Source: an optimization exercise on an open RTL-to-GDS flow (aim: small area). Production flows keep margins and buffers that such runs may drop.
Where RTL was checked, it was by simulation tests only, not by an equivalence proof against the original.
The RTL of run 1 was laid out without a check of its function.
The flow treats the clock pin as an ideal source, which a real chip does not have.
No activity file was given, so power comes from the tool's default toggle rates.

==> flow/design.v (outline; a module is shown in full before it is edited, if it fits) <==
// module generic_adder_tree: 1018 lines
// module adt_fa: 4 lines
// module adt_ha: 4 lines
module generic_adder_tree #(
    parameter INPUT_COUNT = 32,
    parameter DATA_WIDTH  = 16
) (
    input clk,
    input rst_n,
    input [INPUT_COUNT-1:0] [DATA_WIDTH-1:0] i_data,
    output [$clog2(INPUT_COUNT)+DATA_WIDTH-1:0] o_sum
);
  // ...
==> flow/flow/run.sh <==
#!/bin/bash
# Standard ORFS layout (the standard.sh, standard synthesis unchanged) with:
#  - port buffers made from the smallest buffer cell, buf_1;
#  - a clock tree of clkbuf_4 without dummy balancing loads, whose buffers
#    that drive slow clock edges are then upsized (flow/fixclk.tcl).
set -o pipefail
export BUFFER_PORTS_ARGS="-buffer_cell sky130_fd_sc_hd__buf_1"
export CTS_ARGS="-sink_clustering_enable -repair_clock_nets -dont_use_dummy_load -wire_unit 20 -buf_list sky130_fd_sc_hd__clkbuf_4 -root_buf sky130_fd_sc_hd__clkbuf_4"
export POST_CTS_TCL="$PWD/flow/fixclk.tcl"
bash standard.sh > standard.log 2>&1
==> flow/flow/fixclk.tcl <==
# Upsize clock buffers whose sinks see a slow clock edge.
estimate_parasitics -placement
set_propagated_clock [all_clocks]
set changed 0
foreach inst [get_cells -filter "ref_name==sky130_fd_sc_hd__clkbuf_4"] {
  set out [get_pins -of $inst -filter "direction==output"]
  set mx 0
  foreach l [get_pins -of [get_nets -of $out] -filter "direction==input"] {
    set s [get_property $l slew_max]; if {$s > $mx} {set mx $s}
  }
  if {$mx > 0.100} {
    puts "upsizing [get_property $inst name] (sink slew $mx)"
    replace_cell $inst sky130_fd_sc_hd__clkbuf_8
    incr changed
  }
}
if {$changed} { detailed_placement; check_placement -verbose }
==> flow/standard.sh <==
#!/bin/bash
# synth_recipe.tcl (not shown) runs the flow's synth.tcl, then flattens the netlist and writes it again
# the make line also repeats each setting of config.mk as NAME=value (left out here)
make -C /OpenROAD-flow-scripts/flow DESIGN_CONFIG=/design/flow/config.mk WORK_HOME=/design/flow/orfs CLKGATE_MAP_FILE= SYNTH_SCRIPT=/design/flow/synth_recipe.tcl "${@:-finish}"
==> flow/config.mk <==
export PLATFORM = sky130hd
export DESIGN_NAME = generic_adder_tree
export DESIGN_NICKNAME = generic_adder_tree
export VERILOG_FILES = /design/flow/design.v
export SDC_FILE = /design/flow/constraint.sdc
export NUM_CORES = 4
export LEC_CHECK = 0
export CAP_MARGIN = 20
export CORE_AREA = 2 2 253 84
export DIE_AREA = 0 0 255 86
export PLACE_DENSITY = 0.8
export SETUP_SLACK_MARGIN = 0.05
export SLEW_MARGIN = 20
export SYNTH_HIERARCHICAL = 1
==> flow/constraint.sdc <==
create_clock -name core_clock -period 4.0 [get_ports {clk}]
set_input_delay 0.8000 -clock core_clock [delete_from_list [all_inputs] [get_ports {clk}]]
set_output_delay 0.8000 -clock core_clock [all_outputs]
set_load 0.01 [all_outputs]
==> run summary, run 1 <==
top cells by count, synth 491 x fa_1, 143 x dfxtp_1, 19 x and3b_1; r2r startpoint r1[5]; Post-Syn Area per Cell slightly below 20 sq um; mapped cell area 13100 sq um; Stages on worst setup path 8; Synth Instances ~670; sequential element share of the synthesized area 0.225; number of flip-flops in the largest register 51; crit path time final around 4 ns; num ports 535; vias in the first global route 9416; Synth Area in Adders 0.757; total sequential power roughly 0.0028 W; Final Util 0.796; largest net degree at the start of global routing 24; worst reg2reg path endpoint r2[11]; CP peak stage delay around 0.55 ns; post-synthesis mux area share 0; DRC 0; Synthesis Warnings 7; # Max-Cap Violations 0; static leakage around 5.7 nW; commonest cells after routing, fill and taps aside 534 x buf_1, 425 x fa_1, 142 x dfxtp_1; layout cells sized above 1 0.0715; maximum vdd drop roughly 0.00044 V; RSZ-0062 raised after global routing no; Hold Path Sink r4[9]; Slew Limit Fails 0; Finished Layout Cells 1499; status complete, no violations; sw power between 0.005 and 0.006 W; num rows 29; most flop-heavy register r1; reg-to-reg setup timing slack ~0.13 ns; ys flop type dfxtp_1; Post-synth EDFFs 0; routed wl met3 about 1700 um; Non-clk invs 1; Netlist cell types 9; CTS tree built; final std cell area, no fill 15700 sq um; critical-path cell list buf_1 -> fa_2 -> fa_2 -> fa_1 -> fa_1 -> fa_1 -> fa_1 -> fa_1; kind of end point of the critical path flip-flop; chip height ~86 um
==> inputs of run 2 (changes only) <==
--- a/flow/design.v
+++ b/flow/design.v
@@ -921,17 +921,17 @@
 adt_fa u_s901 (.a(c864), .b(c866), .c(s891), .s(s901), .co(c902));
 wire s903, c904;
 adt_fa u_s903 (.a(s893), .b(s895), .c(c868), .s(s903), .co(c904));
 wire s905, c906;
 adt_fa u_s905 (.a(c870), .b(s897), .c(c872), .s(s905), .co(c906));
 wire s907, c908;
 adt_fa u_s907 (.a(c874), .b(s899), .c(c876), .s(s907), .co(c908));
 wire s909, c910;
-adt_fa u_s909 (.a(s901), .b(c878), .c(s903), .s(s909), .co(c910));
+adt_fa u_s909 (.a(s901), .b(s903), .c(c878), .s(s909), .co(c910));
 wire s911, c912;
 adt_fa u_s911 (.a(c880), .b(s905), .c(c882), .s(s911), .co(c912));
 wire s913, c914;
 adt_fa u_s913 (.a(s907), .b(c884), .c(s909), .s(s913), .co(c914));
 wire s915, c916;
 adt_fa u_s915 (.a(c886), .b(s911), .c(c888), .s(s915), .co(c916));
 wire s917, c918;
 adt_fa u_s917 (.a(c892), .b(c894), .c(c896), .s(s917), .co(c918));
@@ -1009,18 +1009,21 @@
 adt_fa u_s987 (.a(r2[23]), .b(r2[24]), .c(c986), .s(s987), .co(c988));
 wire s989, c990;
 adt_fa u_s989 (.a(r2[25]), .b(r2[26]), .c(c988), .s(s989), .co(c990));
 wire s991, c992;
 adt_fa u_s991 (.a(r2[27]), .b(r2[28]), .c(c990), .s(s991), .co(c992));
 always @(posedge clk) r3 <= {c992, s991, s989, s987, s985, s983, s981, s979, s977, r2[11], r2[10], r2[9], r2[8], r2[7], r2[6], r2[5], r2[4], r2[3], r2[2], r2[1], r2[0]};
 always @(posedge clk) r4 <= {r3[20], r3[19], r3[18], r3[17], r3[16], r3[15], r3[14], r3[13], r3[12], r3[11], r3[10], r3[9], r3[8], r3[7], r3[6], r3[5], r3[4], r3[3], r3[2], r3[1], r3[0]};
 always @(posedge clk) r5 <= {r4[20], r4[19], r4[18], r4[17], r4[16], r4[15], r4[14], r4[13], r4[12], r4[11], r4[10], r4[9], r4[8], r4[7], r4[6], r4[5], r4[4], r4[3], r4[2], r4[1], r4[0]};
-assign o_sum = {21{valid}} & {r5[20], r5[19], r5[18], r5[17], r5[16], r5[15], r5[14], r5[13], r5[12], r5[11], r5[10], r5[9], r5[8], r5[7], r5[6], r5[5], r5[4], r5[3], r5[2], r5[1], r5[0]};
+adt_gate u_gate (.v(valid), .d({r5[20], r5[19], r5[18], r5[17], r5[16], r5[15], r5[14], r5[13], r5[12], r5[11], r5[10], r5[9], r5[8], r5[7], r5[6], r5[5], r5[4], r5[3], r5[2], r5[1], r5[0]}), .o(o_sum));
 endmodule
 module adt_fa (input a, input b, input c, output s, output co);
     assign s  = a ^ b ^ c;
     assign co = (a & b) | (c & (a | b));
 endmodule
+module adt_gate (input v, input [20:0] d, output [20:0] o);
+    assign o = {21{v}} & d;
+endmodule
 module adt_ha (input a, input b, output s, output co);
     assign s  = a ^ b;
     assign co = a & b;
 endmodule
==> flow/config.mk (replaced) <==
export PLATFORM = sky130hd
export DESIGN_NAME = generic_adder_tree
export DESIGN_NICKNAME = generic_adder_tree
export VERILOG_FILES = /design/flow/design.v
export SDC_FILE = /design/flow/constraint.sdc
export NUM_CORES = 4
export LEC_CHECK = 0
export CAP_MARGIN = 20
export CORE_AREA = 2 2 243 82
export DIE_AREA = 0 0 245 84
export PLACE_DENSITY = 0.86
export SETUP_SLACK_MARGIN = 0.05
export SLEW_MARGIN = 20
export SYNTH_HIERARCHICAL = 1
==> run summary, run 2 <==
sequential element share of the synthesized area 0.226 (was 0.225); CP most frequent cell fa_1 (unchanged); maximum vdd drop 0.000473 V (was 0.000442 V); Storage cell area 2940 sq um (about the same); Overall Power 0.0127 W (was 0.0121 W); Fillers 952 (was 1128); Slew Limit Fails 0 (unchanged); CP peak stage delay 0.56 ns (was 0.55 ns); num ports 535 (unchanged); status complete, no violations (unchanged); FMAX 258 MHz (was 257 MHz); Min-Delay Path Class in2async (was reg2reg); First-pass DRT Iterations 6 (unchanged); Post-DRT Antenna Nets 0 (unchanged); # Max-Cap Violations 0 (unchanged); gr ovfl total 0 (unchanged); Post-Syn Area per Cell 19.5 sq um (about the same); crit path time final 3.87 ns (was 3.88 ns); routability congestion estimate 0.949 (was 0.893); Slew HR 0.785 (was 0.628); initial antenna violation count 1 (was 3); async set or reset register ratio after synthesis 0.0205 (unchanged); Crit-path slowest cell fa_1 (unchanged); area of the multi-input gates 10200 sq um (was 10300 sq um); cell with the most instances after synthesis fa_1 (unchanged); post-synth top area cell fa_1 (unchanged); all-layer global routing usage 0.381 (was 0.311); largest family of logic cells by synthesized area adder cells (unchanged); most flop-heavy register r1 (unchanged); reg2reg path depth 9 (unchanged); # setup viols final 0 (unchanged); cell family with most CP delay adder cells (unchanged); ys flop type dfxtp_1 (unchanged); simple logic cell fraction of the synthesized area 0.0127 (was 0.0147); RSZ-0062 raised after global routing no (unchanged); final worst-path cycle share 0.969 (was 0.971); Die Area 20600 sq um (was 21900 sq um); CTS tree built (unchanged); static leakage 5.60 nW (was 5.65 nW); critical path startpoint i_data[1] (unchanged); Worst Tran Pin Value 0.322 ns (was 0.558 ns); Worst-Skew Late Latency 0.42 ns (about the same); critical path class in2reg (unchanged); post-synthesis compound-gate area fraction 0 (unchanged); Synth area leaders fa_1 75%, dfxtp_1 22%, and2_2 0.86%, dfrtp_1 0.58%, ha_1 0.48% (was fa_1 75%, dfxtp_1 22%, and3b_1 1.3%, dfrtp_1 0.57%, ha_1 0.48%); Final Hold Viols 0 (unchanged); drt total wl 35400 um (was 31100 um); mapped cell area 13000 sq um (was 13100 sq um); Netlist cell types 10 (was 9); CTS Sinks 146 (unchanged); layout cells sized above 1 0.0879 (was 0.0715); number of flip-flops in the largest register 51 (unchanged); kind of end point of the critical path flip-flop (unchanged); critical-path cell list buf_1 -> fa_2 -> fa_2 -> fa_1 -> fa_1 -> fa_1 -> fa_1 -> fa_1 (unchanged); Synth Instances 668 (was 669); vias 7820 (was 7481); Yosys reg bits 146 (unchanged); Synth top area share 0.755 (was 0.752); core area 19000 sq um (was 19800 sq um); Synth Area in XOR/XNOR 0 (unchanged); top flop regs r1: 51 flops, r2: 29 flops (unchanged); worst reg2reg path endpoint r2[11] (unchanged); drt wl/cell 23.9 um (was 20.7 um); post-synthesis mux area share 0 (unchanged); DRT iter0 DRCs 393 (was 364); final std cell area, no fill 15700 sq um (about the same); Net Count, Synth 1678 (was 1679); Startpoint Class primary input (unchanged); reg-to-reg setup timing slack 0.19 ns (was 0.13 ns); CP required 4.29 ns (was 4.30 ns); vias in the first global route 9917 (was 9416); power density cells 810 nW/um^2 (was 771 nW/um^2); crit path to r1[4] (unchanged); r2r startpoint r1[7] (was r1[5]); CP Data Arrival Time 4.16 ns (was 4.19 ns); DRC 0 (unchanged); Post-synth EDFFs 0 (unchanged); synthesis-to-layout area growth 20.5% (was 20.4%); Stages on worst setup path 8 (unchanged); Synth Area in Adders 0.760 (was 0.757); chip height 84 um (was 86 um); Setup TNS Final 0 ns (unchanged); Synthesis Warnings 7 (unchanged); most common cell after layout, fill and taps aside buf_1 (unchanged); first-pass GRT wire length 54800 um (was 48400 um); commonest cells after routing, fill and taps aside 534 x buf_1, 419 x fa_1, 143 x dfxtp_1 (was 534 x buf_1, 425 x fa_1, 142 x dfxtp_1); input/output buffers 534 (unchanged); die width 245 um (was 255 um); crit-path max FO 1 (unchanged); final net count 2229 (unchanged); initial core utilization 0.686 (was 0.661); largest net degree at the start of global routing 22 (was 24); top cells by count, synth 491 x fa_1, 143 x dfxtp_1, 15 x and2_2 (was 491 x fa_1, 143 x dfxtp_1, 19 x and3b_1); clk_skew 0.0301 ns (was 0.0289 ns); num rows 29 (unchanged); Via density 5.28 (was 4.99); worst path bufs/invs 1 (unchanged); dpl hpwl 32900 um (was 29500 um); clock transition at the registers of the reported paths 0.08 ns (was 0.09 ns); placed cell area 15500 sq um (about the same)
[run 2: Yosys stat by module, one instance, submodules excluded]
| module | cells inside | flops+latches | copies in the design |
|---|---|---|---|
| adt_gate | 23 | 0 | 1 |
| adt_fa | 1 | 0 | 491 |
| generic_adder_tree | 149 | 146 | 1 |
| adt_ha | 1 | 0 | 5 |
[run 2: area by class of cell]
type | instances | area share
clock buffers | 17 | 0.0105
diodes | 1 | 0.000160
repair buffers | 534 | 0.128
multi-input cells | 519 | 0.653
well taps | 263 | 0.0210
flip-flops and latches | 146 | 0.187
inverters | 1 | 0.000239
[run 2: worst min-delay path by stage]
stage               startpoint  slack (ns)       to
floorplan                r1[0]        0.31    r2[0]
global placement        r3[10]        0.31   r4[10]
detailed placement       r3[6]        0.31    r4[6]
global route             rst_n        0.16  vcnt[2]
finish                   rst_n        0.18  vcnt[0]
[run 2: per-stage QoR]
step | hold WS, ns | setup WS, ns | util | std cells
after global routing | 0.163 | 0.0594 | 0.827 | 1481
after detailed placement | 0.312 | -0.337 | 0.816 | 1463
after global placement | 0.310 | -0.263 | 0.816 | 1463
after floorplan | 0.310 | -0.0373 | - | 668
final | 0.180 | 0.125 | 0.827 | 1481
[run 2: worst reg2reg max path, delay by kind of cell (launching register included)]
family | cells | cell delay [ns]
adders and majority gates | 9 | 3.34
DFF | 1 | 0.32
[run 2: layer usage]
metal,part of all wire,GRT usage,vias to the layer above,wire (um)
li1,-,-,3111,-
met1,0.36,0.485,4162,12700
met2,0.53,0.647,445,18800
met3,0.068,0.0836,102,2410
met4,0.043,0.167,0,1510
met5,0,0,-,0
[run 2: power by group]
group,switching (W),total (W),internal (W)
Combinational,0.00479,0.00915,0.00436
Sequential,0.000313,0.00287,0.00255
Clock,0.000433,0.000694,0.000261
[run 2: cells by family (layout without fill, tap and decap cells)]
group | Yosys count | in the layout
fa+ha+maj | 496 | 496
buf+inv | 3 | 552
flops | 146 | 146
other cells | 0 | 1
simple gates | 23 | 23
==> inputs of run 3 (changes only) <==
--- a/flow/config.mk
+++ b/flow/config.mk
@@ -6,9 +6,10 @@
 export NUM_CORES = 4
 export LEC_CHECK = 0
 export CAP_MARGIN = 20
-export CORE_AREA = 2 2 243 82
-export DIE_AREA = 0 0 245 84
-export PLACE_DENSITY = 0.86
+export CORE_AREA = 2 2 253 84
+export DIE_AREA = 0 0 255 86
+export GPL_TIMING_DRIVEN = 1
+export PLACE_DENSITY = 0.8
 export SETUP_SLACK_MARGIN = 0.05
 export SLEW_MARGIN = 20
 export SYNTH_HIERARCHICAL = 1
==> run summary, run 3 <==
post-synth top area cell fa_1 (unchanged); Post-DRT Antenna Nets 0 (unchanged); status complete, no violations (unchanged); cell with the most instances after synthesis fa_1 (unchanged); CP peak stage delay 0.58 ns (was 0.56 ns); Crit-path slowest cell fa_2 (was fa_1); First-pass DRT Iterations 4 (was 6); top flop regs r1: 51 flops, r2: 29 flops (unchanged); Min-Delay Path Class reg2reg (was in2async); Net Count, Synth 1678 (unchanged); top cells by count, synth 491 x fa_1, 143 x dfxtp_1, 15 x and2_2 (unchanged); input/output buffers 534 (unchanged); drt wl/cell 21.4 um (was 23.9 um); Synthesis Warnings 7 (unchanged); Synth top area share 0.755 (unchanged); Final Hold Viols 0 (unchanged); largest net degree at the start of global routing 22 (unchanged); synthesis-to-layout area growth 20.6% (was 20.5%); DRT iter0 DRCs 344 (was 393); Synth area leaders fa_1 75%, dfxtp_1 22%, and2_2 0.86%, dfrtp_1 0.58%, ha_1 0.48% (unchanged); # Max-Cap Violations 0 (unchanged); core area 19800 sq um (was 19000 sq um); Via density 4.97 (was 5.28); all-layer global routing usage 0.323 (was 0.381); FMAX 258 MHz (about the same); crit path time final 3.88 ns (was 3.87 ns); most flop-heavy register r1 (unchanged); async set or reset register ratio after synthesis 0.0205 (unchanged); clk_skew 0.0256 ns (was 0.0301 ns); CTS tree built (unchanged); Netlist cell types 10 (unchanged); final worst-path cycle share 0.970 (was 0.969); Post-Syn Area per Cell 19.5 sq um (unchanged); clock transition at the registers of the reported paths 0.09 ns (was 0.08 ns); Worst-Skew Late Latency 0.42 ns (about the same); critical-path cell list buf_1 -> fa_2 -> fa_2 -> fa_2 -> fa_1 -> fa_1 -> fa_1 -> fa_1 (was buf_1 -> fa_2 -> fa_2 -> fa_1 -> fa_1 -> fa_1 -> fa_1 -> fa_1); number of flip-flops in the largest register 51 (unchanged); mapped cell area 13000 sq um (unchanged); die width 255 um (was 245 um); Die Area 21900 sq um (was 20600 sq um); dpl hpwl 31000 um (was 32900 um); Yosys reg bits 146 (unchanged); Final Util 0.794 (was 0.827); power density cells 780 nW/um^2 (was 810 nW/um^2); reg-to-reg setup timing slack 0.16 ns (was 0.19 ns); commonest cells after routing, fill and taps aside 534 x buf_1, 425 x fa_1, 143 x dfxtp_1 (was 534 x buf_1, 419 x fa_1, 143 x dfxtp_1); static leakage 5.62 nW (was 5.60 nW); Post-synth EDFFs 0 (unchanged); CP most frequent cell fa_1 (unchanged); maximum vdd drop 0.000429 V (was 0.000473 V); Synth Instances 668 (unchanged); first-pass GRT wire length 49600 um (was 54800 um); RSZ-0062 raised after global routing no (unchanged); num ports 535 (unchanged); Slew HR 0.777 (was 0.785); gr ovfl total 0 (unchanged); vias in the first global route 9305 (was 9917); Worst Tran Pin Value 0.335 ns (was 0.322 ns); sequential element share of the synthesized area 0.226 (unchanged); vias 7439 (was 7820); most common cell after layout, fill and taps aside buf_1 (unchanged); layout cells sized above 1 0.0829 (was 0.0879); kind of end point of the critical path flip-flop (unchanged); final net count 2230 (was 2229); CTS Sinks 146 (unchanged); # setup viols final 0 (unchanged); ys flop type dfxtp_1 (unchanged); CP Data Arrival Time 4.17 ns (was 4.16 ns); CP required 4.30 ns (was 4.29 ns); initial core utilization 0.658 (was 0.686); critical path class in2reg (unchanged); Startpoint Class primary input (unchanged); DRC 0 (unchanged); routability congestion estimate 0.923 (was 0.949); chip height 86 um (was 84 um); drt total wl 32100 um (was 35400 um); crit-path max FO 1 (unchanged); tightest hold margin 0.298 ns (was 0.180 ns); initial antenna violation count 1 (unchanged); Slew Limit Fails 0 (unchanged); num rows 29 (unchanged)
[run 3: worst max-delay path, delay by kind of cell]
family	cells	cell delay [ns]
buffers and inverters	1	0.09
adders and majority gates	7	3.29
[run 3: metrics by stage]
stage          power (W)  worst slack (ns)  TNS (ns)  cells  area (sq um)
3_3_place_gp      0.0109            -0.274     -5.07   1479         15500
2_1_floorplan    0.00843           -0.0373   -0.0373    668         13200
3_5_place_dp      0.0116            -0.330     -6.96   1479         15500
6_report          0.0123             0.121         0   1498         15700
5_1_grt           0.0136            0.0525         0   1498         15700
[run 3: final timing paths]
check	start	to	cells after the start
max	i_data[49]	r1[4]	8
min	r3[4]	r4[4]	0
max reg2reg	r1[7]	r2[11]	9
min reg2reg	r3[4]	r4[4]	0
max in group asynchronous	rst_n	vcnt[2]	2
min in group asynchronous	rst_n	vcnt[0]	2
[run 3: Yosys stat by module, one instance, submodules excluded]
module	flip-flops and latches	times used
generic_adder_tree	146	1
adt_gate	0	1
adt_fa	0	491
adt_ha	0	5
[run 3: area by class of cell]
class | count | area (sq um)
diodes | 1 | 2.50
clock buffers | 17 | 171
fillers | 1135 | 4070
inverters | 1 | 3.75
multi-input cells | 519 | 10200
flip-flops and latches | 146 | 2940
well taps | 279 | 349
repair buffers | 535 | 2010
[run 3: per-layer routing]
metal	part of all wire	global-route usage	wire, um	up-vias
met3	0.080	0.0895	2570	49
met4	0.020	0.0776	653	0
met1	0.37	0.416	11700	3962
met5	0	0	0	-
met2	0.53	0.561	17200	317
li1	-	-	-	3111
[run 3: cells by family after synthesis]
kind of cell,count (synthesis),share of synthesized area
buffers and inverters,3,0.00202
flip-flops,146,0.226
AND/OR/NAND/NOR,23,0.0127
adder cells (fa/ha/maj),496,0.760
[run 3: where the power goes]
group          total (W)  switching (W)  internal, W
clock network   0.000690       0.000419     0.000271
logic            0.00872        0.00453      0.00419
registers        0.00285       0.000296      0.00255
==> inputs of run 4 (changes only) <==
--- a/flow/config.mk
+++ b/flow/config.mk
@@ -8,7 +8,6 @@
 export CAP_MARGIN = 20
 export CORE_AREA = 2 2 253 84
 export DIE_AREA = 0 0 255 86
-export GPL_TIMING_DRIVEN = 1
 export PLACE_DENSITY = 0.8
 export SETUP_SLACK_MARGIN = 0.05
 export SLEW_MARGIN = 20
==> run summary, run 4 <==
drt total wl 32100 um (unchanged); clk_skew 0.0256 ns (unchanged); Synthesis Warnings 7 (unchanged); reg-to-reg setup timing slack 0.16 ns (about the same); critical path class in2reg (unchanged); DRC 0 (unchanged); Startpoint Class primary input (unchanged); Setup TNS Final 0 ns (unchanged); Slew Limit Fails 0 (unchanged); crit-path max FO 1 (unchanged); drt wl/cell 21.4 um (unchanged); crit path time final 3.88 ns (unchanged); Post-DRT Antenna Nets 0 (unchanged); largest net degree at the start of global routing 22 (unchanged); First-pass DRT Iterations 4 (unchanged); FMAX 258 MHz (unchanged); vias in the first global route 9305 (unchanged); vias 7439 (unchanged); ys flop type dfxtp_1 (unchanged); static leakage 5.62 nW (unchanged); top flop regs r1: 51 flops, r2: 29 flops (unchanged); CTS Sinks 146 (unchanged); DRT iter0 DRCs 344 (unchanged); # Max-Cap Violations 0 (unchanged); # setup viols final 0 (unchanged); first-pass GRT wire length 49600 um (unchanged); num rows 29 (unchanged); Placed Cells 1479 (unchanged); synthesis-to-layout area growth 20.6% (unchanged); Min-Delay Path Class reg2reg (unchanged); CP required 4.30 ns (about the same); final net count 2230 (unchanged); Synth Instances 668 (unchanged); num ports 535 (unchanged); all-layer global routing usage 0.323 (unchanged); maximum vdd drop 0.000429 V (unchanged); routability congestion estimate 0.923 (unchanged); most common cell after layout, fill and taps aside buf_1 (unchanged); RSZ-0062 raised after global routing no (unchanged); mapped cell area 13000 sq um (unchanged); CP Data Arrival Time 4.17 ns (about the same); async set or reset register ratio after synthesis 0.0205 (unchanged); commonest cells after routing, fill and taps aside 534 x buf_1, 425 x fa_1, 143 x dfxtp_1 (unchanged); final worst-path cycle share 0.970 (unchanged); final worst slack 0.121 ns (unchanged); Hold Path Sink r4[4] (unchanged); worst reg2reg path endpoint r2[11] (unchanged); Synth area leaders fa_1 75%, dfxtp_1 22%, and2_2 0.86%, dfrtp_1 0.58%, ha_1 0.48% (unchanged); initial core utilization 0.658 (unchanged); Post-synth EDFFs 0 (unchanged); Post-Syn Area per Cell 19.5 sq um (unchanged); Worst Tran Pin Value 0.335 ns (unchanged); Finished Layout Cells 1498 (unchanged); Place WS -0.330 ns (unchanged); Yosys reg bits 146 (unchanged); Netlist cell types 10 (unchanged); Net Count, Synth 1678 (unchanged); Die Area 21900 sq um (unchanged); die width 255 um (unchanged); Slew HR 0.777 (unchanged); layout cells sized above 1 0.0829 (unchanged); Via density 4.97 (unchanged); r2r startpoint r1[7] (unchanged); reg2reg path depth 9 (unchanged); post-synth top area cell fa_1 (unchanged); sequential element share of the synthesized area 0.226 (unchanged); initial antenna violation count 1 (unchanged); hold path start r3[4] (unchanged); number of flip-flops in the largest register 51 (unchanged); kind of end point of the critical path flip-flop (unchanged); power density cells 780 nW/um^2 (unchanged); critical path startpoint i_data[49] (unchanged); core area 19800 sq um (unchanged); gr ovfl total 0 (unchanged); Worst-Skew Late Latency 0.42 ns (about the same); top cells by count, synth 491 x fa_1, 143 x dfxtp_1, 15 x and2_2 (unchanged); input/output buffers 534 (unchanged); Final Hold Viols 0 (unchanged); most flop-heavy register r1 (unchanged); dpl hpwl 31000 um (unchanged); Overall Power 0.0123 W (unchanged); chip height 86 um (unchanged); CTS tree built (unchanged); status complete, no violations (unchanged); Final Util 0.794 (unchanged); Hold Path Stages 0 (unchanged); clock transition at the registers of the reported paths 0.09 ns (about the same); cell with the most instances after synthesis fa_1 (unchanged); Synth top area share 0.755 (unchanged)
[run 4: cell counts after synthesis]
Identical to the previous run, type by type.
[run 4: worst max-delay path by stage]
stage / end / slack (ns)
after global placement: r1[4] / -0.27
after detailed placement: r1[4] / -0.33
after floorplan: r1[4] / -0.04
after global routing: r2[11] / 0.05
final: r1[4] / 0.12
[run 4: through the flow]
stage                     hold slack (ns)  instance area, sq um
after floorplan                     0.310                 13200
after global placement              0.310                 15500
after detailed placement            0.312                 15500
after global routing                0.317                 15700
final                               0.298                 15700
[run 4: area by class of cell]
type	instances	area, sq um
diodes	1	2.50
clock buffers	17	171
fillers	1135	4070
repair buffers	535	2010
well taps	279	349
flip-flops and latches	146	2940
multi-input cells	519	10200
inverters	1	3.75
[run 4: per-module statistics from Yosys (local to each module, per instance)]
module              cells  area, sq um  flip-flops and latches  copies in the design
adt_fa                  1         20.0                       0                   491
adt_ha                  1         12.5                       0                     5
adt_gate               23          173                       0                     1
generic_adder_tree    149         2960                     146                     1
[run 4: report_power, final]
group	switching (W)	internal, W	total [W]
Sequential	0.000296	0.00255	0.00285
Combinational	0.00453	0.00419	0.00872
Clock	0.000419	0.000271	0.000690
Total	0.00525	0.00701	0.0123
[run 4: logic make-up after synthesis]
family / after synthesis / share of synthesized area
adders and majority gates: 496 / 0.760
and+or+nand+nor: 23 / 0.0127
buffers and inverters: 3 / 0.00202
DFF: 146 / 0.226
[run 4: critical path: stages]
cell and delay (ns):
buf_1 0.09, fa_2 0.41, fa_2 0.40, fa_2 0.58, fa_1 0.45, fa_1 0.49
fa_1 0.54, fa_1 0.42
[run 4: routing by layer]
layer | share of wire | GRT usage
met1 | 0.37 | 0.416
met2 | 0.53 | 0.561
met3 | 0.080 | 0.0895
met4 | 0.020 | 0.0776
met5 | 0 | 0
==> inputs of run 5 (changes only) <==
--- a/flow/config.mk
+++ b/flow/config.mk
@@ -8,7 +8,7 @@
 export CAP_MARGIN = 20
 export CORE_AREA = 2 2 253 84
 export DIE_AREA = 0 0 255 86
-export PLACE_DENSITY = 0.8
+export PLACE_DENSITY = 0.7
 export SETUP_SLACK_MARGIN = 0.05
 export SLEW_MARGIN = 20
 export SYNTH_HIERARCHICAL = 1
==> run summary, run 5 <==
input/output buffers 534 (unchanged); Die Area 21900 sq um (unchanged); final net count 2229 (was 2230); mapped cell area 13000 sq um (unchanged); top cells by count, synth 491 x fa_1, 143 x dfxtp_1, 15 x and2_2 (unchanged); die width 255 um (unchanged); commonest cells after routing, fill and taps aside 533 x buf_1, 419 x fa_1, 143 x dfxtp_1 (was 534 x buf_1, 425 x fa_1, 143 x dfxtp_1); initial antenna violation count 3 (was 1); Final Hold Viols 0 (unchanged); DRC 0 (unchanged); clk_skew 0.0289 ns (was 0.0256 ns); drt wl/cell 23.6 um (was 21.4 um); async set or reset register ratio after synthesis 0.0205 (unchanged); Place WS -0.362 ns (was -0.330 ns); ys flop type dfxtp_1 (unchanged); first-pass GRT wire length 52000 um (was 49600 um); Via density 5.14 (was 4.97); vias in the first global route 9368 (was 9305); number of flip-flops in the largest register 51 (unchanged); core area 19800 sq um (unchanged); crit path time final 3.90 ns (was 3.88 ns); Fillers 1080 (was 1135); RSZ-0062 raised after global routing no (unchanged); routed wl met3 2830 um (was 2570 um); num ports 535 (unchanged); initial core utilization 0.658 (unchanged); Synth Instances 668 (unchanged); most flop-heavy register r1 (unchanged); CP Data Arrival Time 4.17 ns (about the same); Worst-Skew Late Latency 0.41 ns (was 0.42 ns); CP required 4.26 ns (was 4.30 ns); # setup viols final 0 (unchanged); kind of end point of the critical path flip-flop (unchanged); Synth area leaders fa_1 75%, dfxtp_1 22%, and2_2 0.86%, dfrtp_1 0.58%, ha_1 0.48% (unchanged); drt total wl 35500 um (was 32100 um); all-layer global routing usage 0.348 (was 0.323); final worst slack 0.0989 ns (was 0.121 ns); Worst Tran Pin Value 0.321 ns (was 0.335 ns); crit-path max FO 1 (unchanged); sequential element share of the synthesized area 0.226 (unchanged); Startpoint Class primary input (unchanged); most common cell after layout, fill and taps aside buf_1 (unchanged); largest net degree at the start of global routing 22 (unchanged); Post-DRT Antenna Nets 0 (unchanged); layout cells sized above 1 0.0879 (was 0.0829); critical path class in2reg (unchanged); met2 routed WL 18300 um (was 17200 um); Netlist cell types 10 (unchanged); tightest hold margin 0.178 ns (was 0.298 ns); FMAX 256 MHz (was 258 MHz); status complete, no violations (unchanged); clock transition at the registers of the reported paths 0.10 ns (was 0.09 ns); vias 7711 (was 7439); Post-Syn Area per Cell 19.5 sq um (unchanged); static leakage 5.61 nW (was 5.62 nW); synthesis-to-layout area growth 20.6% (about the same); Slew HR 0.786 (was 0.777); Yosys reg bits 146 (unchanged); dpl hpwl 33500 um (was 31000 um); post-synth top area cell fa_1 (unchanged); maximum vdd drop 0.000435 V (was 0.000429 V); CTS Sinks 146 (unchanged); final worst-path cycle share 0.975 (was 0.970); Post-synth EDFFs 0 (unchanged); num rows 29 (unchanged); Metal-1 WL 13200 um (was 11700 um); cell with the most instances after synthesis fa_1 (unchanged); CTS tree built (unchanged); top flop regs r1: 51 flops, r2: 29 flops (unchanged); DRT iter0 DRCs 360 (was 344); chip height 86 um (unchanged); Synthesis Warnings 7 (unchanged); # Max-Cap Violations 0 (unchanged); Synth top area share 0.755 (unchanged); Placed Cells 1479 (unchanged); Net Count, Synth 1678 (unchanged); Min-Delay Path Class in2async (was reg2reg); DR top layer met4 (unchanged); gr ovfl total 0 (unchanged); power density cells 809 nW/um^2 (was 780 nW/um^2); First-pass DRT Iterations 4 (unchanged); Slew Limit Fails 0 (unchanged); routability congestion estimate 0.933 (was 0.923); Finished Layout Cells 1500 (was 1498)
[run 5: cell counts after synthesis]
Identical to the previous run, type by type.
[run 5: cell type report]
class | instances | area (sq um) | share of cell area
diodes | 4 | 10.0 | 0.000637
clock buffers | 17 | 159 | 0.0101
inverters | 1 | 3.75 | 0.000239
multi-input cells | 519 | 10200 | 0.652
flip-flops and latches | 146 | 2940 | 0.187
well taps | 279 | 349 | 0.0222
repair buffers | 534 | 2010 | 0.128
[run 5: path summary, 6_finish.rpt]
path                        startpoint       to  slack [ns]  cells after the start
min reg2reg                      r2[5]    r3[5]        0.30                      0
min                              rst_n  vcnt[1]        0.18                      1
max                        i_data[145]    r1[4]         0.1                      8
max in group asynchronous        rst_n  vcnt[2]        3.64                      1
min in group core_clock          r2[5]    r3[5]        0.30                      0
max reg2reg                      r1[5]   r2[11]        0.16                      9
[run 5: power breakdown]
part / internal (W) / leakage (nW) / switching, W
Sequential: 0.00255 / 1.24 / 0.000298
Combinational: 0.00435 / 4.27 / 0.00483
Clock: 0.000251 / 0.0912 / 0.000413
Total: 0.00716 / 5.61 / 0.00554
[run 5: per-layer routing]
layer,up-vias,global-route usage
met5,-,0
met4,0,0.125
met3,72,0.0998
met2,383,0.579
met1,4142,0.450
li1,3114,-
[run 5: per-module statistics from Yosys (local to each module, per instance)]
module              flops+latches  cells inside  copies in the design
adt_gate                        0            23                     1
generic_adder_tree            146           149                     1
adt_fa                          0             1                   491
adt_ha                          0             1                     5
[run 5: logic make-up after synthesis]
family,Yosys count,synth area share
fa+ha+maj,496,0.760
flops,146,0.226
buf+inv,3,0.00202
simple gates,23,0.0127
[run 5: metrics by stage]
stage                      util  area [sq um]  power (W)  TNS (ns)
after floorplan               -         13200    0.00843   -0.0373
after global placement    0.784         15500     0.0110     -5.29
after detailed placement  0.784         15500     0.0119     -7.18
after global routing      0.794         15700     0.0140         0
final                     0.794         15700     0.0127         0
[run 5: worst max-delay path, cell delays in order]
cell,delay (ns)
buf_1,0.09
fa_1,0.46
fa_2,0.36
fa_1,0.55
fa_1,0.44
fa_1,0.49
fa_1,0.55
fa_1,0.41
==> inputs of run 6 (changes only) <==
==> flow/flow/run.sh (replaced) <==
#!/bin/bash
# Standard ORFS layout (the standard.sh, standard synthesis unchanged) with:
#  - port buffers made from the smallest buffer cell, buf_1;
#  - a clock tree of clkbuf_4 without dummy balancing loads, whose buffers
#    that drive slow clock edges are then upsized (flow/fixclk.tcl);
#  - after global routing, non-critical cells downsized (RECOVER_POWER).
set -o pipefail
export BUFFER_PORTS_ARGS="-buffer_cell sky130_fd_sc_hd__buf_1"
export CTS_ARGS="-sink_clustering_enable -repair_clock_nets -dont_use_dummy_load -wire_unit 20 -buf_list sky130_fd_sc_hd__clkbuf_4 -root_buf sky130_fd_sc_hd__clkbuf_4"
export RECOVER_POWER=100
export POST_CTS_TCL="$PWD/flow/fixclk.tcl"
bash standard.sh > standard.log 2>&1
--- a/flow/config.mk
+++ b/flow/config.mk
@@ -8,7 +8,7 @@
 export CAP_MARGIN = 20
 export CORE_AREA = 2 2 253 84
 export DIE_AREA = 0 0 255 86
-export PLACE_DENSITY = 0.7
+export PLACE_DENSITY = 0.8
 export SETUP_SLACK_MARGIN = 0.05
 export SLEW_MARGIN = 20
 export SYNTH_HIERARCHICAL = 1
==> run summary, run 6 <==
vias in the first global route 9305 (was 9368); status complete, no violations (unchanged); top flop regs r1: 51 flops, r2: 29 flops (unchanged); CP required 4.29 ns (was 4.26 ns); mapped cell area 13000 sq um (unchanged); most common cell after layout, fill and taps aside buf_1 (unchanged); Slew Limit Fails 0 (unchanged); vias 7441 (was 7711); Clk pwr share 0.056 (was 0.052); top cells by count, synth 491 x fa_1, 143 x dfxtp_1, 15 x and2_2 (unchanged); final net count 2230 (was 2229); Finished Layout Cells 1498 (was 1500); chip height 86 um (unchanged); logic gate share of total power 0.711 (was 0.723); gr ovfl total 0 (unchanged); clock transition at the registers of the reported paths 0.09 ns (was 0.10 ns); CP Data Arrival Time 4.20 ns (was 4.17 ns); initial core utilization 0.658 (unchanged); Netlist cell types 10 (unchanged); dpl hpwl 31000 um (was 33500 um); cell with the most instances after synthesis fa_1 (unchanged); Final Hold Viols 0 (unchanged); Die Area 21900 sq um (unchanged); crit-path max FO 1 (unchanged); num rows 29 (unchanged); routability congestion estimate 0.923 (was 0.933); drt total wl 32200 um (was 35500 um); critical path class in2reg (unchanged); Startpoint Class primary input (unchanged); first-pass GRT wire length 49600 um (was 52000 um); number of flip-flops in the largest register 51 (unchanged); Post-Syn Area per Cell 19.5 sq um (unchanged); Min-Delay Path Class reg2reg (was in2async); Placed Cells 1479 (unchanged); Worst Tran Pin Value 0.616 ns (was 0.321 ns); CTS tree built (unchanged); CTS Sinks 146 (unchanged); reg-to-reg setup timing slack 0.14 ns (was 0.16 ns); Synth Instances 668 (unchanged); DRT iter0 DRCs 302 (was 360); Reg power frac 0.233 (was 0.224); initial antenna violation count 1 (was 3); kind of end point of the critical path flip-flop (unchanged); Setup TNS Final 0 ns (unchanged); RSZ-0062 raised after global routing no (unchanged); # setup viols final 0 (unchanged); largest net degree at the start of global routing 22 (unchanged); sequential element share of the synthesized area 0.226 (unchanged); most flop-heavy register r1 (unchanged); maximum vdd drop 0.000429 V (was 0.000435 V); r2r startpoint r1[7] (was r1[5]); Post-synth EDFFs 0 (unchanged); die width 255 um (unchanged); clk_skew 0.0253 ns (was 0.0289 ns); layout cells sized above 1 0.0788 (was 0.0879); Slew HR 0.589 (was 0.786); Sw Ratio 0.429 (was 0.437); drt wl/cell 21.5 um (was 23.6 um); num ports 535 (unchanged); Internal 0.00700 W (was 0.00716 W); hold path start r3[4]; Synth top area share 0.755 (unchanged); final worst-path cycle share 0.977 (was 0.975); synthesis-to-layout area growth 20.5% (was 20.6%); all-layer global routing usage 0.323 (was 0.348); core area 19800 sq um (unchanged); First-pass DRT Iterations 4 (unchanged); async set or reset register ratio after synthesis 0.0205 (unchanged); Yosys reg bits 146 (unchanged); Via density 4.97 (was 5.14); static leakage 5.62 nW (was 5.61 nW); critical path startpoint i_data[176] (was i_data[145]); sw power 0.00525 W (was 0.00554 W); Hold Path Stages 0; Worst-Skew Late Latency 0.42 ns (was 0.41 ns); Post-DRT Antenna Nets 0 (unchanged); Net Count, Synth 1678 (unchanged); input/output buffers 534 (unchanged); # Max-Cap Violations 0 (unchanged); DRC 0 (unchanged); ys flop type dfxtp_1 (unchanged); Synth area leaders fa_1 75%, dfxtp_1 22%, and2_2 0.86%, dfrtp_1 0.58%, ha_1 0.48% (unchanged); reg2reg path depth 9 (unchanged); post-synth top area cell fa_1 (unchanged); FMAX 256 MHz (about the same); Synthesis Warnings 7 (unchanged); commonest cells after routing, fill and taps aside 533 x buf_1, 426 x fa_1, 143 x dfxtp_1 (was 533 x buf_1, 419 x fa_1, 143 x dfxtp_1); power density cells 780 nW/um^2 (was 809 nW/um^2); crit path time final 3.91 ns (was 3.90 ns)
==> run 6: cell counts after synthesis <==
Identical to the previous run, type by type.
==> run 6: Yosys stat by module, one instance, submodules excluded <==
module | flip-flops and latches | copies in the design | cells inside | area, sq um
adt_fa | 0 | 491 | 1 | 20.0
generic_adder_tree | 146 | 1 | 149 | 2960
adt_gate | 0 | 1 | 23 | 173
adt_ha | 0 | 5 | 1 | 12.5
==> run 6: path summary, 6_finish.rpt <==
| kind | endpoint |
|---|---|
| setup / recovery | r1[4] |
| hold / removal | r4[4] |
| setup reg to reg | r2[11] |
| hold reg to reg | r4[4] |
| max in group asynchronous | vcnt[2] |
| min in group asynchronous | vcnt[0] |
==> run 6: metal layers <==
metal / vias to the layer above / track usage / wire [um]
li1: 3111 / - / -
met1: 3969 / 0.416 / 11800
met4: 0 / 0.0776 / 651
met3: 48 / 0.0895 / 2490
met5: - / 0 / 0
met2: 313 / 0.561 / 17200
==> run 6: power by group through the flow <==
| stage | Clock [W] | Sequential, W | Combinational [W] |
|---|---|---|---|
| floorplan | 0 | 0.00279 | 0.00565 |
| global placement | 0 | 0.00284 | 0.00806 |
| detailed placement | 0 | 0.00289 | 0.00876 |
| global route | 0.000768 | 0.00292 | 0.00993 |
| finish | 0.000691 | 0.00285 | 0.00871 |
==> run 6: area by class of cell <==
type                       instances  area (sq um)
clock buffer                      17           171
inverter                           1          3.75
antenna                            1          2.50
fill                            1137          4080
multi-input combinational        519         10200
sequential                       146          2940
timing repair buffer             535          2010
tap                              279           349
==> run 6: through the flow <==
stage | total power (W) | worst slack [ns] | instance area [sq um] | utilization | hold WS [ns]
after floorplan | 0.00843 | -0.0373 | 13200 | - | 0.310
after global placement | 0.0109 | -0.274 | 15500 | 0.784 | 0.310
after detailed placement | 0.0116 | -0.330 | 15500 | 0.784 | 0.312
after global routing | 0.0136 | 0.0231 | 15700 | 0.794 | 0.317
final | 0.0122 | 0.0914 | 15700 | 0.794 | 0.299
==> run 6: logic make-up (layout without fill, tap and decap cells) <==
family | count (synthesis) | after routing | synth area share
adder cells (fa/ha/maj) | 496 | 496 | 0.760
flip-flops | 146 | 146 | 0.226
AND/OR/NAND/NOR | 23 | 23 | 0.0127
buffers and inverters | 3 | 553 | 0.00202
other | 0 | 1 | 0
==> run 6: worst max-delay path, stage by stage <==
cell and delay [ns]:
buf_1 0.09, fa_1 0.55, fa_2 0.61, fa_1 0.45
ha_1 0.21, fa_1 0.44, ha_1 0.22, fa_2 0.36
fa_1 0.47

[port drivers added, routing unchanged]
No port has a modelled driver above. Below, the same layouts with a new extraction and two added sets of constraints. Step 1 assumes that a clkbuf_16 drives the clock port and a buf_2 every other input. Step 2, shift: input delay + t, output delay - t, t = (earliest + latest rising clock arrival at the registers) / 2. This alone moves slack from input paths to output paths. Three values: ideal ports, drivers, drivers and shift; two values: the first two.
| run | t (ns) | setup WS [ns] | hold WS [ns] | worst register clock-pin slew, ns | cell pins on the clock port's net |
|---|---|---|---|---|---|
| run 1 | 0.443 | 0.116 / 0.128 / -0.314 | 0.300 / 0.300 / 0.300 | 0.10 / 0.10 | 1 |
| run 2 | 0.439 | 0.125 / 0.136 / -0.302 | 0.180 / 0.179 / 0.299 | 0.10 / 0.10 | 1 |
| run 3 | 0.442 | 0.121 / 0.119 / -0.323 | 0.298 / 0.298 / 0.298 | 0.09 / 0.09 | 1 |
| run 4 | 0.442 | 0.121 / 0.119 / -0.323 | 0.298 / 0.298 / 0.298 | 0.09 / 0.09 | 1 |
| run 5 | 0.436 | 0.099 / 0.114 / -0.322 | 0.178 / 0.163 / 0.298 | 0.10 / 0.10 | 1 |
| run 6 | 0.443 | 0.091 / 0.101 / -0.342 | 0.299 / 0.299 / 0.299 | 0.09 / 0.09 | 1 |
Met with ideal ports but missed after step 2: setup timing in every run listed.
